This is an optimization exercise on Yosys and OpenROAD, whose aim is small area, not a production implementation.
Power is estimated from default activity; no workload was simulated.

## cedar
==> flow/design.v (excerpt) <==
module traffic_lights (
  input  logic        clk_i,
  input  logic        srst_i,
  input  logic [2:0]  cmd_type_i,
  input  logic        cmd_valid_i,
  input  logic [15:0] cmd_data_i,
  output logic        red_o,
  output logic        yellow_o,
  output logic        green_o
);
export LEC_CHECK = 0
export CAP_MARGIN = 0
export CORE_MARGIN = 2
export CORE_UTILIZATION = 40
export GPL_TIMING_DRIVEN = 0
export SLEW_MARGIN = 0
create_clock -name core_clock -period 5.0 [get_ports {clk_i}]
standard.sh (not shown) runs the stock make flow with config.mk's settings and CLKGATE_MAP_FILE= SYNTH_SCRIPT=/design/flow/synth_recipe.tcl, a recipe that flattens the netlist after the stock synthesis.
==> flow/flow/run.sh <==
#!/bin/bash
# Own layout flow: the standard synthesis, then the same synthesis with an
# area-oriented ABC script (registers unchanged, checked against the standard
# synthesis), then the standard ORFS layout with small port buffers and a
# lighter clock tree.
set -euo pipefail
W=$(pwd)
F=$W/flow
PLAT=${FLOW_PLATFORM:-sky130hd}
R=$W/orfs/results/$PLAT/traffic_lights/base

# 1. standard synthesis (reference for the registers)
bash standard.sh synth > $W/log_synth_std.txt 2>&1
cp $R/1_2_yosys.v $W/std_1_2_yosys.v

# 2. area-oriented synthesis with a few ABC scripts; keep the smallest
best=""; best_area=""
for s in $F/abc*.script; do
  n=$(basename $s .script)
  make -C $FLOW_HOME DESIGN_CONFIG=$W/config.mk WORK_HOME=$W/orfs_$n CLKGATE_MAP_FILE= \
    SYNTH_SCRIPT=$F/mysynth.tcl MY_ABC=$s synth > $W/log_synth_$n.txt 2>&1 || continue
  v=$W/orfs_$n/results/$PLAT/traffic_lights/base/1_2_yosys.v
  python3 $F/flopcheck.py $W/std_1_2_yosys.v $v >> $W/log_flopcheck.txt 2>&1 || continue
  a=$(grep 'Chip area' $W/orfs_$n/reports/$PLAT/traffic_lights/base/synth_stat.txt | awk '{print $NF}')
  echo "$n $a" >> $W/log_areas.txt
  if [[ -z "$best" ]] || python3 -c "import sys; sys.exit(0 if $a < $best_area else 1)"; then
    best=$v; best_area=$a
  fi
done
if [[ -n "$best" ]]; then
  cp $best $R/1_2_yosys.v
  touch $R/1_2_yosys.v
fi

# 3. layout
bash standard.sh \
  "BUFFER_PORTS_ARGS=-buffer_cell sky130_fd_sc_hd__buf_1" \
  "CTS_ARGS=${CTS_ARGS_OVERRIDE:--sink_clustering_enable -repair_clock_nets -dont_use_dummy_load -buf_list sky130_fd_sc_hd__clkbuf_4 -root_buf sky130_fd_sc_hd__clkbuf_4}" \
  finish > $W/log_layout.txt 2>&1
Other scripts of this flow, unchanged in this note and not shown: flow/flow/abc1.script, flow/flow/abc2.script, flow/flow/abc3.script, flow/flow/flopcheck.py, flow/flow/genlib.py, flow/flow/mysynth.tcl
Here is what was changed in the inputs of quartz compared with cedar.
Settings: changing CORE_UTILIZATION from 40 to 60.
Notes after the runs:
quartz | stages: all done | timing, DRC, antenna: all pass
Via count of the first global-routing pass of quartz falls short of that of cedar by a little under 10%.
Between cedar and quartz, the static power due to leakage does not differ in any meaningful way.
Combinational group share of total power, quartz and cedar, higher one = quartz.
Relative to quartz, the following input files were edited for raven:
Settings: CORE_UTILIZATION: 60 -> 40; CAP_MARGIN: 0 -> 20; SLEW_MARGIN: 0 -> 20.
--- a/flow/flow/run.sh
+++ b/flow/flow/run.sh
@@ -38 +38 @@
-  "CTS_ARGS=${CTS_ARGS_OVERRIDE:--sink_clustering_enable -repair_clock_nets -dont_use_dummy_load -buf_list sky130_fd_sc_hd__clkbuf_4 -root_buf sky130_fd_sc_hd__clkbuf_4}" \
+  "CTS_ARGS=-sink_clustering_enable -sink_clustering_size 35 -sink_clustering_max_diameter 400 -repair_clock_nets -dont_use_dummy_load -buf_list sky130_fd_sc_hd__clkbuf_4 -root_buf sky130_fd_sc_hd__clkbuf_4" \
==> comparison <==
On raven: placed instance area is 1.6% higher than what quartz gave.
Between quartz and raven, the difference in maximum number of pins on one net before global-route repair is negligible.
The die of raven is larger than the one used in quartz.
Setup changes, raven to garnet
Settings: clearing GPL_TIMING_DRIVEN, which used to be 0.
--- a/flow/flow/run.sh
+++ b/flow/flow/run.sh
@@ -38 +38 @@
-  "CTS_ARGS=-sink_clustering_enable -sink_clustering_size 35 -sink_clustering_max_diameter 400 -repair_clock_nets -dont_use_dummy_load -buf_list sky130_fd_sc_hd__clkbuf_4 -root_buf sky130_fd_sc_hd__clkbuf_4" \
+  "CTS_ARGS=${CTS_ARGS_OVERRIDE:--sink_clustering_enable -repair_clock_nets -dont_use_dummy_load -buf_list sky130_fd_sc_hd__clkbuf_4 -root_buf sky130_fd_sc_hd__clkbuf_4}" \
Findings:
- garnet vs raven on number of vias per cell after detailed routing: garnet is the lower one.
- According to the power report, total power for garnet is higher than for raven.
- In garnet relative to raven, final cell count had gone up slightly.
- For the slew at the pin closest to its max-slew limit, garnet came in 0.018 ns higher than raven did.
Inputs modified between garnet and harbor:
Settings: GPL_TIMING_DRIVEN newly set to 0.
--- a/flow/flow/run.sh
+++ b/flow/flow/run.sh
@@ -38 +38 @@
-  "CTS_ARGS=${CTS_ARGS_OVERRIDE:--sink_clustering_enable -repair_clock_nets -dont_use_dummy_load -buf_list sky130_fd_sc_hd__clkbuf_4 -root_buf sky130_fd_sc_hd__clkbuf_4}" \
+  "CTS_ARGS=-repair_clock_nets -dont_use_dummy_load -buf_list sky130_fd_sc_hd__clkbuf_8 -root_buf sky130_fd_sc_hd__clkbuf_8" \
[summary]
- Power, harbor vs garnet: up by a few percent
- Of harbor and garnet, the run reporting the lower non-clock buffer total of the final layout was harbor.
- The tightest hold margin on harbor is in line with that on garnet.
- [compare] base=garnet new=harbor: worst setup slack went down by 0.042 ns; time the worst path needs with I/O delays and setup higher; via count of the first global-routing pass up 50; tightest slew margin relative to the limit increased by 0.61 points relative to the old numbers.
No run of this note included a check of the RTL's function; only the layout flow was run.

-- re-timing with driven ports --
Ports are ideal in the flow. The routed layouts listed here were re-timed in OpenROAD. Step 1: set_driving_cell puts a clkbuf_16 on clk_i and a buf_2 on each other input, an assumption about the parent block. Step 2, shift: input delay + t, output delay - t, t = (earliest + latest rising clock arrival at the registers) / 2. This alone moves slack from input paths to output paths. a / b / c = no drivers / after step 1 / after step 2; a / b = the first two.
run | shift t [ns] | setup slack, ns | worst hold slack (ns) | worst setup path after step 2 | latest minus earliest clock arrival (ns)
cedar | 0.398 | 0.648 / 0.648 / 0.648 | 0.440 / 0.440 / 0.440 | register to register | 0.023 / 0.023
quartz | 0.396 | 0.653 / 0.653 / 0.653 | 0.432 / 0.432 / 0.432 | register to register | 0.026 / 0.027
raven | 0.406 | 0.705 / 0.705 / 0.705 | 0.446 / 0.446 / 0.446 | register to register | 0.041 / 0.040
garnet | 0.421 | 0.723 / 0.723 / 0.723 | 0.443 / 0.443 / 0.443 | register to register | 0.030 / 0.030
harbor | 0.347 | 0.681 / 0.681 / 0.681 | 0.441 / 0.441 / 0.441 | register to register | 0.024 / 0.024
After both steps setup and hold are still met in every run listed.
